This is an optimization exercise on Yosys and OpenROAD, whose aim is small area, not a production implementation.
In this exercise RTL edits were held to simulation tests only and were not proved equivalent to the original.
The flow treats the clock pin as an ideal source. Dropping or thinning the clock tree relies on that and would not hold on a real chip.
Power and IR drop assume default switching activity.

==> 06-05: inputs <==
==> flow/design.v <==
module edge_det (
  input  wire clk,
  input  wire btn_in,    
  input  wire armed,
  output wire press
);
  reg s0, s1, s2, s3;
  always @(posedge clk) begin
    s0 <= btn_in;
    s1 <= s0;
    s2 <= s1;
    s3 <= s2;
  end
  assign press = armed & ~s2 & s3;
endmodule
module uart_rx (
  input  wire clk,
  input  wire rst,
  input  wire din,
  input  wire tick,
  output wire up,
  output wire down
);
  reg m, s;
  always @(posedge clk) begin
    m <= din;
    s <= m;
  end
  reg [7:0] pos;
  reg ok, b0;
  wire we = pos[7] & pos[6] & ~pos[0];
  wire [3:0] ph = pos[7:4];
  wire idle = pos[7] & pos[6];
  wire dec  = tick & ~pos[3] & pos[2] & pos[1] & pos[0];
  wire ph0  = ~|ph;
  wire stp  = pos[7] & pos[4];
  wire leave = dec & ((ph0 & s) | stp);
  always @(posedge clk) begin
    if (rst) pos <= 8'hff;
    else if (leave) pos <= {7'h7f, ~(stp & s & ok)};
    else if ((tick & (~idle | ~s)) | we) pos <= pos + 8'd1;
  end
  always @(posedge clk) begin
    if (dec) begin
      case (ph)
        4'd1: begin b0 <= s; ok <= 1'b1; end
        4'd2: ok <= ok & ~s;
        4'd3: ok <= ok & s;
        4'd4: ok <= ok & ~s;
        4'd5: ok <= ok & (s == b0);
        4'd7: ok <= ok & s;
        4'd8: ok <= ok & ~s;
        default: ;
      endcase
    end
  end
  assign up   = we & b0;
  assign down = we & ~b0;
endmodule
module uart_keypad (input wire clk, input wire rst, output wire tick, output wire armed);
  reg [3:0] hi; reg [6:0] lo;
  reg [10:0] pc;
  assign tick  = &hi;
  assign armed = (pc[10:9]==2'b11) && (pc[7:0]==8'b00001001);
  wire [7:0] lo45 = {1'b0, lo} + 8'd45;
  always @(posedge clk) begin
    if (rst) begin hi <= 4'd0; lo <= 7'd45; end
    else if (tick) begin hi <= {2'b00, lo45[7], ~lo45[7]}; lo <= lo45[6:0]; end
    else hi <= hi + 4'd1;
  end
  always @(posedge clk) begin
    if (rst) pc <= 11'd0;
    else if (!armed && hi == 4'd14 && lo == 7'd0) pc <= {pc[9:0], ~(pc[10] ^ pc[8])};
  end
endmodule
module uart_tx (
  input  wire       clk,
  input  wire       rst,
  input  wire       go,
  input  wire [7:0] chr,
  output wire       re,
  output wire       rd,
  output wire       dout
);
  reg [3:0] s;
  reg [7:0] baud;    
  wire tx_on = ~s[3] | ~s[2] | (s[1] & s[0]);
  wire full  = (baud == 8'd168);
  wire w     = s[3] & s[2] & ~s[1] & ~s[0];
  assign re  = s[3] & s[2] & ~s[1] & s[0];
  assign rd  = s[3] & s[2] & s[1] & ~s[0];
  wire stop  = s[3] & ~s[2];
  always @(posedge clk) begin
    if (rst) s <= 4'd12;
    else if (tx_on & full & stop) s <= 4'd12;
    else if ((tx_on & full) | (w & go) | re | rd) s <= s + 4'd1;
  end
  always @(posedge clk) begin
    if (tx_on & ~full) baud <= {baud[6:0], ~(baud[7] ^ baud[5] ^ baud[4] ^ baud[3])};
    else baud <= 8'd0;
  end
  assign dout = s[3] ? ~(&s) : chr[s[2:0]];
endmodule
module top (
    input wire clk,
    input wire rst,
    input wire rx,
    input wire btn1,
    input wire btn2,
    output wire tx,
    output wire [5:0] led
);
  wire tick, armed;
  uart_keypad u_tb (.clk(clk), .rst(rst), .tick(tick), .armed(armed));
  wire p1, p2;
  edge_det u_ed1 (.clk(clk), .btn_in(btn1), .armed(armed), .press(p1));
  edge_det u_ed2 (.clk(clk), .btn_in(btn2), .armed(armed), .press(p2));
  wire k_up, k_down;
  uart_rx u_rx (.clk(clk), .rst(rst), .din(rx), .tick(tick), .up(k_up), .down(k_down));
  wire b1 = p1 | k_up;
  wire b2 = p2 | k_down;
  wire press_any = b1 | b2;
  reg  [5:0] cnt;
  wire [5:0] cnt_nx = b1 ? cnt + 6'd1 : b2 ? cnt - 6'd1 : cnt;
  reg       busy, de, sn, pending, adv;
  reg [3:0] cur;
  reg [5:0] lat;
  wire re, rd;
  reg [3:0] nxt1;
  always @(*) begin
    case (cur)
      4'd0: nxt1 = 4'd1;
      4'd1: nxt1 = 4'd5;
      4'd5: nxt1 = 4'd13;
      4'd13: nxt1 = 4'd15;
      4'd15: nxt1 = 4'd11;
      4'd11: nxt1 = 4'd3;
      4'd3: nxt1 = 4'd2;
      4'd2: nxt1 = 4'd10;
      4'd10: nxt1 = 4'd0;
      default: nxt1 = 4'd0;
    endcase
  end
  wire [3:0] nxt = adv ? nxt1 : cur;
  wire last = adv ? (cur == 4'd2) : (cur == 4'd10);
  wire start   = press_any & ~busy;
  wire de_proc = ~press_any & busy & ~re & de;
  wire sn_proc = ~press_any & busy & ~re & ~de & sn;
  wire restart = de_proc & last & pending;
  wire finish  = de_proc & last & ~pending;
  wire adv_set = start | (de_proc & (~last | pending));
  always @(posedge clk) begin
    busy    <= ~rst & (start | (busy & ~finish));
    pending <= ~start & ~restart & (pending | (press_any & busy));
    de      <= ~start & ((~press_any & busy & re) | (de & ~de_proc));
    sn      <= ~start & ((de_proc & ~finish) | (sn & ~de_proc & ~sn_proc));
    if (start | restart) lat <= cnt_nx;
  end
  always @(posedge clk) cnt <= rst ? 6'd0 : cnt_nx;
  always @(posedge clk) adv <= adv_set | (adv & ~rd);
  always @(posedge clk) begin
    if (press_any & ~busy) cur <= 4'd10;
    else if (rd) cur <= nxt;
  end
  wire [2:0] tens  = lat / 6'd10;
  wire [3:0] units = lat % 6'd10;
  reg  [7:0] chr;
  always @(*) begin
    case (cur)
      4'd0: chr = 8'h43;   
      4'd1: chr = 8'h4E;   
      4'd5: chr = 8'h54;   
      4'd13: chr = 8'h3A;   
      4'd15: chr = 8'h20;   
      4'd11: chr = {5'b00110, tens};
      4'd3: chr = {4'b0011, units};
      4'd2: chr = 8'h0D;   
      4'd10: chr = 8'h0A;   
      default: chr = 8'h00;
    endcase
  end
  uart_tx u_tx (.clk(clk), .rst(rst), .go(busy & ~sn), .chr(chr), .re(re), .rd(rd), .dout(tx));
  assign led = ~cnt;
endmodule
==> flow/flow/run.sh <==
#!/bin/bash
# Standard ORFS layout with three changes: an area-oriented ABC mapping
# script for synthesis (registers are untouched), a one-level clock tree
# (flow/cts_hook.tcl), and the smallest buffer on the ports.
set -euo pipefail
W=$(pwd)
rm -rf "$W/myscripts"
cp -r "$FLOW_HOME/scripts" "$W/myscripts"
cp "$W/flow/abc_area.script" "$W/myscripts/abc_area.script"
bash standard.sh SCRIPTS_DIR="$W/myscripts" synth > "$W/synth.log" 2>&1
export PRE_CTS_TCL="$W/flow/cts_hook.tcl"
export CLK_NBUF=4
export CLK_BUFCELL=sky130_fd_sc_hd__clkbuf_8
export CLK_BUFCELL_BIG=sky130_fd_sc_hd__clkbuf_16
export CLK_SLEW_UP=0.125
export BUFFER_PORTS_ARGS="-buffer_cell sky130_fd_sc_hd__buf_1"
bash standard.sh > "$W/layout.log" 2>&1
==> flow/flow/abc_area.script <==
strash
dc2
dch -f
amap
strash
dch -f
amap
topo
==> flow/flow/cts_hook.tcl <==
# Sourced before clock tree synthesis (PRE_CTS_TCL). Replaces TritonCTS's
# H-tree, which for a design this small puts nine large buffers on the
# clock, with a one-level tree: CLK_NBUF buffers of type CLK_BUFCELL, each
# driving the flip-flops of one slice of the die, fed from the clock port.
rename clock_tree_synthesis __tritoncts
proc clock_tree_synthesis { args } {
  set nbuf $::env(CLK_NBUF)
  set cell $::env(CLK_BUFCELL)
  set db [ord::get_db]
  set block [ord::get_db_block]
  set master [$db findMaster $cell]
  set clk_name [get_full_name [lindex [get_property [lindex [all_clocks] 0] sources] 0]]
  set clknet [$block findNet $clk_name]
  set sinks {}
  foreach it [$clknet getITerms] {
    set loc [[$it getInst] getLocation]
    lappend sinks [list [lindex $loc 0] [lindex $loc 1] $it]
  }
  set n [llength $sinks]
  puts "custom clock tree: $n sinks, $nbuf x $cell"
  # k-means on the sink locations, seeded from slices along x
  set sinks [lsort -integer -index 0 $sinks]
  set cx {}
  set cy {}
  for { set b 0 } { $b < $nbuf } { incr b } {
    set s [lindex $sinks [expr { ($n * (2 * $b + 1)) / (2 * $nbuf) }]]
    lappend cx [lindex $s 0]
    lappend cy [lindex $s 1]
  }
  for { set iter 0 } { $iter < 20 } { incr iter } {
    set assign {}
    foreach s $sinks {
      set best 0
      set bd -1
      for { set b 0 } { $b < $nbuf } { incr b } {
        set dx [expr { [lindex $s 0] - [lindex $cx $b] }]
        set dy [expr { [lindex $s 1] - [lindex $cy $b] }]
        set d [expr { abs($dx) + abs($dy) }]
        if { $bd < 0 || $d < $bd } {
          set bd $d
          set best $b
        }
      }
      lappend assign $best
    }
    set ncx {}
    set ncy {}
    for { set b 0 } { $b < $nbuf } { incr b } {
      set sx 0
      set sy 0
      set k 0
      foreach s $sinks a $assign {
        if { $a == $b } {
          set sx [expr { $sx + [lindex $s 0] }]
          set sy [expr { $sy + [lindex $s 1] }]
          incr k
        }
      }
      if { $k > 0 } {
        lappend ncx [expr { $sx / $k }]
        lappend ncy [expr { $sy / $k }]
      } else {
        lappend ncx [lindex $cx $b]
        lappend ncy [lindex $cy $b]
      }
    }
    set cx $ncx
    set cy $ncy
  }
  for { set b 0 } { $b < $nbuf } { incr b } {
    set inst [odb::dbInst_create $block $master "clkbuf_custom_$b"]
    $inst setLocation [lindex $cx $b] [lindex $cy $b]
    $inst setPlacementStatus PLACED
    set net [odb::dbNet_create $block "clknet_custom_$b"]
    $net setSigType CLOCK
    [$inst findITerm A] connect $clknet
    [$inst findITerm X] connect $net
    foreach s $sinks a $assign {
      if { $a == $b } {
        set it [lindex $s 2]
        $it disconnect
        $it connect $net
      }
    }
  }
  set_propagated_clock [all_clocks]
  # A buffer whose output slew comes out high at this placement is swapped
  # for the next larger one.
  estimate_parasitics -placement
  set big [$db findMaster $::env(CLK_BUFCELL_BIG)]
  for { set b 0 } { $b < $nbuf } { incr b } {
    set s [get_property [get_pins clkbuf_custom_$b/X] slew_max]
    puts "clkbuf_custom_$b output slew $s"
    if { $s > $::env(CLK_SLEW_UP) } {
      [$block findInst clkbuf_custom_$b] swapMaster $big
      puts "  swapped to $::env(CLK_BUFCELL_BIG)"
    }
  }
}
==> flow/standard.sh <==
#!/bin/bash
# synth_recipe.tcl (not shown) runs the flow's synth.tcl, then flattens the netlist and writes it again
# the make line also repeats each setting of config.mk as NAME=value (left out here)
make -C /OpenROAD-flow-scripts/flow DESIGN_CONFIG=/design/flow/config.mk WORK_HOME=/design/flow/orfs CLKGATE_MAP_FILE= SYNTH_SCRIPT=/design/flow/synth_recipe.tcl "${@:-finish}"
==> flow/config.mk <==
export PLATFORM = sky130hd
export DESIGN_NAME = top
export DESIGN_NICKNAME = top
export VERILOG_FILES = /design/flow/design.v
export SDC_FILE = /design/flow/constraint.sdc
export NUM_CORES = 4
export LEC_CHECK = 0
export ABC_AREA = 1
export CAP_MARGIN = 20
export CORE_MARGIN = 2
export CORE_UTILIZATION = 40
export SLEW_MARGIN = 20
==> flow/constraint.sdc <==
create_clock -name core_clock -period 37.0 [get_ports {clk}]
set_input_delay 7.4000 -clock core_clock [delete_from_list [all_inputs] [get_ports {clk}]]
set_output_delay 7.4000 -clock core_clock [all_outputs]
set_load 0.01 [all_outputs]
==> 12-12 (differences from 06-05) <==
==> flow/design.v, changed modules only <==
module top (
    input wire clk,
    input wire rst,
    input wire rx,
    input wire btn1,
    input wire btn2,
    output wire tx,
    output wire [5:0] led
);
  wire tick, armed;
  uart_keypad u_tb (.clk(clk), .rst(rst), .tick(tick), .armed(armed));
  wire p1, p2;
  edge_det u_ed1 (.clk(clk), .btn_in(btn1), .armed(armed), .press(p1));
  edge_det u_ed2 (.clk(clk), .btn_in(btn2), .armed(armed), .press(p2));
  wire k_up, k_down;
  uart_rx u_rx (.clk(clk), .rst(rst), .din(rx), .tick(tick), .up(k_up), .down(k_down));
  wire b1 = p1 | k_up;
  wire b2 = p2 | k_down;
  wire press_any = b1 | b2;
  reg  [5:0] cnt;
  wire [5:0] cnt_nx = b1 ? cnt + 6'd1 : b2 ? cnt - 6'd1 : cnt;
  reg       busy, de, sn, pending, adv;
  reg [3:0] cur;
  reg [5:0] lat;
  wire re, rd;
  reg [3:0] nxt1;
  always @(*) begin
    case (cur)
      4'd0: nxt1 = 4'd1;
      4'd1: nxt1 = 4'd5;
      4'd5: nxt1 = 4'd13;
      4'd13: nxt1 = 4'd15;
      4'd15: nxt1 = 4'd11;
      4'd11: nxt1 = 4'd3;
      4'd3: nxt1 = 4'd2;
      4'd2: nxt1 = 4'd10;
      4'd10: nxt1 = 4'd0;
      default: nxt1 = 4'd0;
    endcase
  end
  wire [3:0] nxt = adv ? nxt1 : cur;
  wire last = adv ? (cur == 4'd2) : (cur == 4'd10);
  wire adv_set = press_any ? ~busy : (busy & ~re & de & (~last | pending));
  always @(posedge clk) begin
    if (rst) begin
      busy <= 1'b0;
    end else if (press_any) begin
      if (!busy) begin
        busy    <= 1'b1;
        pending <= 1'b0;
        lat     <= cnt_nx;
        de      <= 1'b0;
        sn      <= 1'b0;
      end else pending <= 1'b1;
    end else if (busy) begin
      if (re) de <= 1'b1;
      else if (de) begin
        de <= 1'b0;
        if (last) begin
          if (pending) begin
            pending <= 1'b0;
            lat     <= cnt_nx;   
            sn      <= 1'b1;
          end else busy <= 1'b0;
        end else sn <= 1'b1;
      end else if (sn) sn <= 1'b0;
    end
  end
  always @(posedge clk) cnt <= rst ? 6'd0 : cnt_nx;
  always @(posedge clk) adv <= adv_set | (adv & ~rd);
  always @(posedge clk) begin
    if (press_any & ~busy) cur <= 4'd10;
    else if (rd) cur <= nxt;
  end
  wire [2:0] tens  = lat / 6'd10;
  wire [3:0] units = lat % 6'd10;
  reg  [7:0] chr;
  always @(*) begin
    case (cur)
      4'd0: chr = 8'h43;   
      4'd1: chr = 8'h4E;   
      4'd5: chr = 8'h54;   
      4'd13: chr = 8'h3A;   
      4'd15: chr = 8'h20;   
      4'd11: chr = {5'b00110, tens};
      4'd3: chr = {4'b0011, units};
      4'd2: chr = 8'h0D;   
      4'd10: chr = 8'h0A;   
      default: chr = 8'h00;
    endcase
  end
  uart_tx u_tx (.clk(clk), .rst(rst), .go(busy & ~sn), .chr(chr), .re(re), .rd(rd), .dout(tx));
  assign led = ~cnt;
endmodule
--- a/flow/flow/run.sh
+++ b/flow/flow/run.sh
@@ -10,8 +10,6 @@
 bash standard.sh SCRIPTS_DIR="$W/myscripts" synth > "$W/synth.log" 2>&1
 export PRE_CTS_TCL="$W/flow/cts_hook.tcl"
-export CLK_NBUF=4
-export CLK_BUFCELL=sky130_fd_sc_hd__clkbuf_8
-export CLK_BUFCELL_BIG=sky130_fd_sc_hd__clkbuf_16
-export CLK_SLEW_UP=0.125
+export CLK_NBUF=1
+export CLK_BUFCELL=sky130_fd_sc_hd__clkbuf_16
 export BUFFER_PORTS_ARGS="-buffer_cell sky130_fd_sc_hd__buf_1"
 bash standard.sh > "$W/layout.log" 2>&1
==> flow/flow/cts_hook.tcl (replaced) <==
# Sourced before clock tree synthesis (PRE_CTS_TCL). Replaces TritonCTS's
# H-tree, which for a design this small puts nine large buffers on the
# clock, with a one-level tree: CLK_NBUF buffers of type CLK_BUFCELL, each
# driving the flip-flops of one slice of the die, fed from the clock port.
rename clock_tree_synthesis __tritoncts
proc clock_tree_synthesis { args } {
  set nbuf $::env(CLK_NBUF)
  set cell $::env(CLK_BUFCELL)
  set db [ord::get_db]
  set block [ord::get_db_block]
  set master [$db findMaster $cell]
  set clk_name [get_name [get_ports -of_objects [get_clocks]]]
  set clknet [$block findNet $clk_name]
  set sinks {}
  foreach it [$clknet getITerms] {
    set loc [[$it getInst] getLocation]
    lappend sinks [list [lindex $loc 0] [lindex $loc 1] $it]
  }
  set sinks [lsort -integer -index 0 $sinks]
  set n [llength $sinks]
  puts "custom clock tree: $n sinks, $nbuf x $cell"
  for { set b 0 } { $b < $nbuf } { incr b } {
    set lo [expr { ($n * $b) / $nbuf }]
    set hi [expr { ($n * ($b + 1)) / $nbuf - 1 }]
    set group [lrange $sinks $lo $hi]
    set sx 0
    set sy 0
    foreach s $group {
      set sx [expr { $sx + [lindex $s 0] }]
      set sy [expr { $sy + [lindex $s 1] }]
    }
    set k [llength $group]
    set inst [odb::dbInst_create $block $master "clkbuf_custom_$b"]
    $inst setLocation [expr { $sx / $k }] [expr { $sy / $k }]
    $inst setPlacementStatus PLACED
    set net [odb::dbNet_create $block "clknet_custom_$b"]
    $net setSigType CLOCK
    [$inst findITerm A] connect $clknet
    [$inst findITerm X] connect $net
    foreach s $group {
      set it [lindex $s 2]
      $it disconnect
      $it connect $net
    }
  }
  set_propagated_clock [all_clocks]
}
==> 01-27 (differences from 06-05) <==
==> flow/design.v, changed modules only <==
module top (
    input wire clk,
    input wire rst,
    input wire rx,
    input wire btn1,
    input wire btn2,
    output wire tx,
    output wire [5:0] led
);
  wire tick, armed;
  uart_keypad u_tb (.clk(clk), .rst(rst), .tick(tick), .armed(armed));
  wire p1, p2;
  edge_det u_ed1 (.clk(clk), .btn_in(btn1), .armed(armed), .press(p1));
  edge_det u_ed2 (.clk(clk), .btn_in(btn2), .armed(armed), .press(p2));
  wire k_up, k_down;
  uart_rx u_rx (.clk(clk), .rst(rst), .din(rx), .tick(tick), .up(k_up), .down(k_down));
  wire b1 = p1 | k_up;
  wire b2 = p2 | k_down;
  wire press_any = b1 | b2;
  reg  [5:0] cnt;
  wire [5:0] cnt_nx = b1 ? cnt + 6'd1 : b2 ? cnt - 6'd1 : cnt;
  reg       busy, de, sn, pending, adv;
  reg [3:0] cur;
  reg [5:0] lat;
  wire re, rd;
  reg [3:0] nxt1;
  always @(*) begin
    case (cur)
      4'd0: nxt1 = 4'd1;
      4'd1: nxt1 = 4'd5;
      4'd5: nxt1 = 4'd13;
      4'd13: nxt1 = 4'd15;
      4'd15: nxt1 = 4'd11;
      4'd11: nxt1 = 4'd3;
      4'd3: nxt1 = 4'd2;
      4'd2: nxt1 = 4'd10;
      4'd10: nxt1 = 4'd0;
      default: nxt1 = 4'd0;
    endcase
  end
  wire [3:0] nxt = adv ? nxt1 : cur;
  wire last = adv ? (cur == 4'd2) : (cur == 4'd10);
  wire adv_set = press_any ? ~busy : (busy & ~re & de & (~last | pending));
  always @(posedge clk) begin
    if (rst) begin
      busy <= 1'b0;
    end else if (press_any) begin
      if (!busy) begin
        busy    <= 1'b1;
        pending <= 1'b0;
        lat     <= cnt_nx;
        de      <= 1'b0;
        sn      <= 1'b0;
      end else pending <= 1'b1;
    end else if (busy) begin
      if (re) de <= 1'b1;
      else if (de) begin
        de <= 1'b0;
        if (last) begin
          if (pending) begin
            pending <= 1'b0;
            lat     <= cnt_nx;   
            sn      <= 1'b1;
          end else busy <= 1'b0;
        end else sn <= 1'b1;
      end else if (sn) sn <= 1'b0;
    end
  end
  always @(posedge clk) cnt <= rst ? 6'd0 : cnt_nx;
  always @(posedge clk) adv <= adv_set | (adv & ~rd);
  always @(posedge clk) begin
    if (press_any & ~busy) cur <= 4'd10;
    else if (rd) cur <= nxt;
  end
  wire [2:0] tens  = lat / 6'd10;
  wire [3:0] units = lat % 6'd10;
  reg  [7:0] chr;
  always @(*) begin
    case (cur)
      4'd0: chr = 8'h43;   
      4'd1: chr = 8'h4E;   
      4'd5: chr = 8'h54;   
      4'd13: chr = 8'h3A;   
      4'd15: chr = 8'h20;   
      4'd11: chr = {5'b00110, tens};
      4'd3: chr = {4'b0011, units};
      4'd2: chr = 8'h0D;   
      4'd10: chr = 8'h0A;   
      default: chr = 8'h00;
    endcase
  end
  uart_tx u_tx (.clk(clk), .rst(rst), .go(busy & ~sn), .chr(chr), .re(re), .rd(rd), .dout(tx));
  assign led = ~cnt;
endmodule
--- a/flow/flow/run.sh
+++ b/flow/flow/run.sh
@@ -12,6 +12,4 @@
 export CLK_NBUF=4
 export CLK_BUFCELL=sky130_fd_sc_hd__clkbuf_8
-export CLK_BUFCELL_BIG=sky130_fd_sc_hd__clkbuf_16
-export CLK_SLEW_UP=0.125
 export BUFFER_PORTS_ARGS="-buffer_cell sky130_fd_sc_hd__buf_1"
 bash standard.sh > "$W/layout.log" 2>&1
--- a/flow/flow/cts_hook.tcl
+++ b/flow/flow/cts_hook.tcl
@@ -85,15 +85,3 @@
   }
   set_propagated_clock [all_clocks]
-  # A buffer whose output slew comes out high at this placement is swapped
-  # for the next larger one.
-  estimate_parasitics -placement
-  set big [$db findMaster $::env(CLK_BUFCELL_BIG)]
-  for { set b 0 } { $b < $nbuf } { incr b } {
-    set s [get_property [get_pins clkbuf_custom_$b/X] slew_max]
-    puts "clkbuf_custom_$b output slew $s"
-    if { $s > $::env(CLK_SLEW_UP) } {
-      [$block findInst clkbuf_custom_$b] swapMaster $big
-      puts "  swapped to $::env(CLK_BUFCELL_BIG)"
-    }
-  }
 }
==> notes <==
01-27 finished clean. 12-12 aborted during clock tree synthesis. 06-05 produced a clean layout.
In 06-05 the clock skew is higher than in 01-27, by 0.020 ns.
Cell count: 06-05 is higher than 01-27 (about 2%).
Of 01-27 and 06-05, 01-27 has the higher wire length (gap about 0.9%, measured against 06-05).
First-iteration DRC count: 01-27 is lower than 06-05 (10%).
In fmax, 06-05 and 01-27 hardly differ.
In 01-27 the via count is lower than in 06-05, by 1.4%.
Against 01-27, the setup slack of 06-05 is higher by 0.0069 ns.
In 06-05 the sequential power is larger than in 01-27, by about 4.5%.
Against 01-27, the synthesized cell count of 06-05 is higher by about 2.5%.
Register-to-register slack is about the same in 01-27 and 06-05.
Against 01-27, the power of 06-05 is higher by about 14%.
The clock cells of 06-05 and 01-27 come from the design's own scripts or RTL, not from TritonCTS.

-- afterwards: timing with drivers on the ports --
Ports are ideal in the flow. The routed layouts listed here were re-timed in OpenROAD. Step 1 sets driving cells, clkbuf_16 on the clock port and buf_2 on the other inputs (assumed; they add their load-dependent delay and slew). Step 2, shift: input delay + t, output delay - t, t = (earliest + latest rising clock arrival at the registers) / 2. This alone moves slack from input paths to output paths. Three values: no drivers, after step 1, after step 2; two values: the first two.
| run | t (ns) | setup slack, ns | worst setup path at the end | slew at the worst register clock pin (ns) |
|---|---|---|---|---|
| 06-05 | 0.220 | 26.015 / 25.951 / 26.170 | register to output | 0.12 / 0.12 |
| 01-27 | 0.225 | 26.008 / 25.946 / 26.171 | register to output | 0.12 / 0.12 |
After both steps every run listed still meets setup and hold.
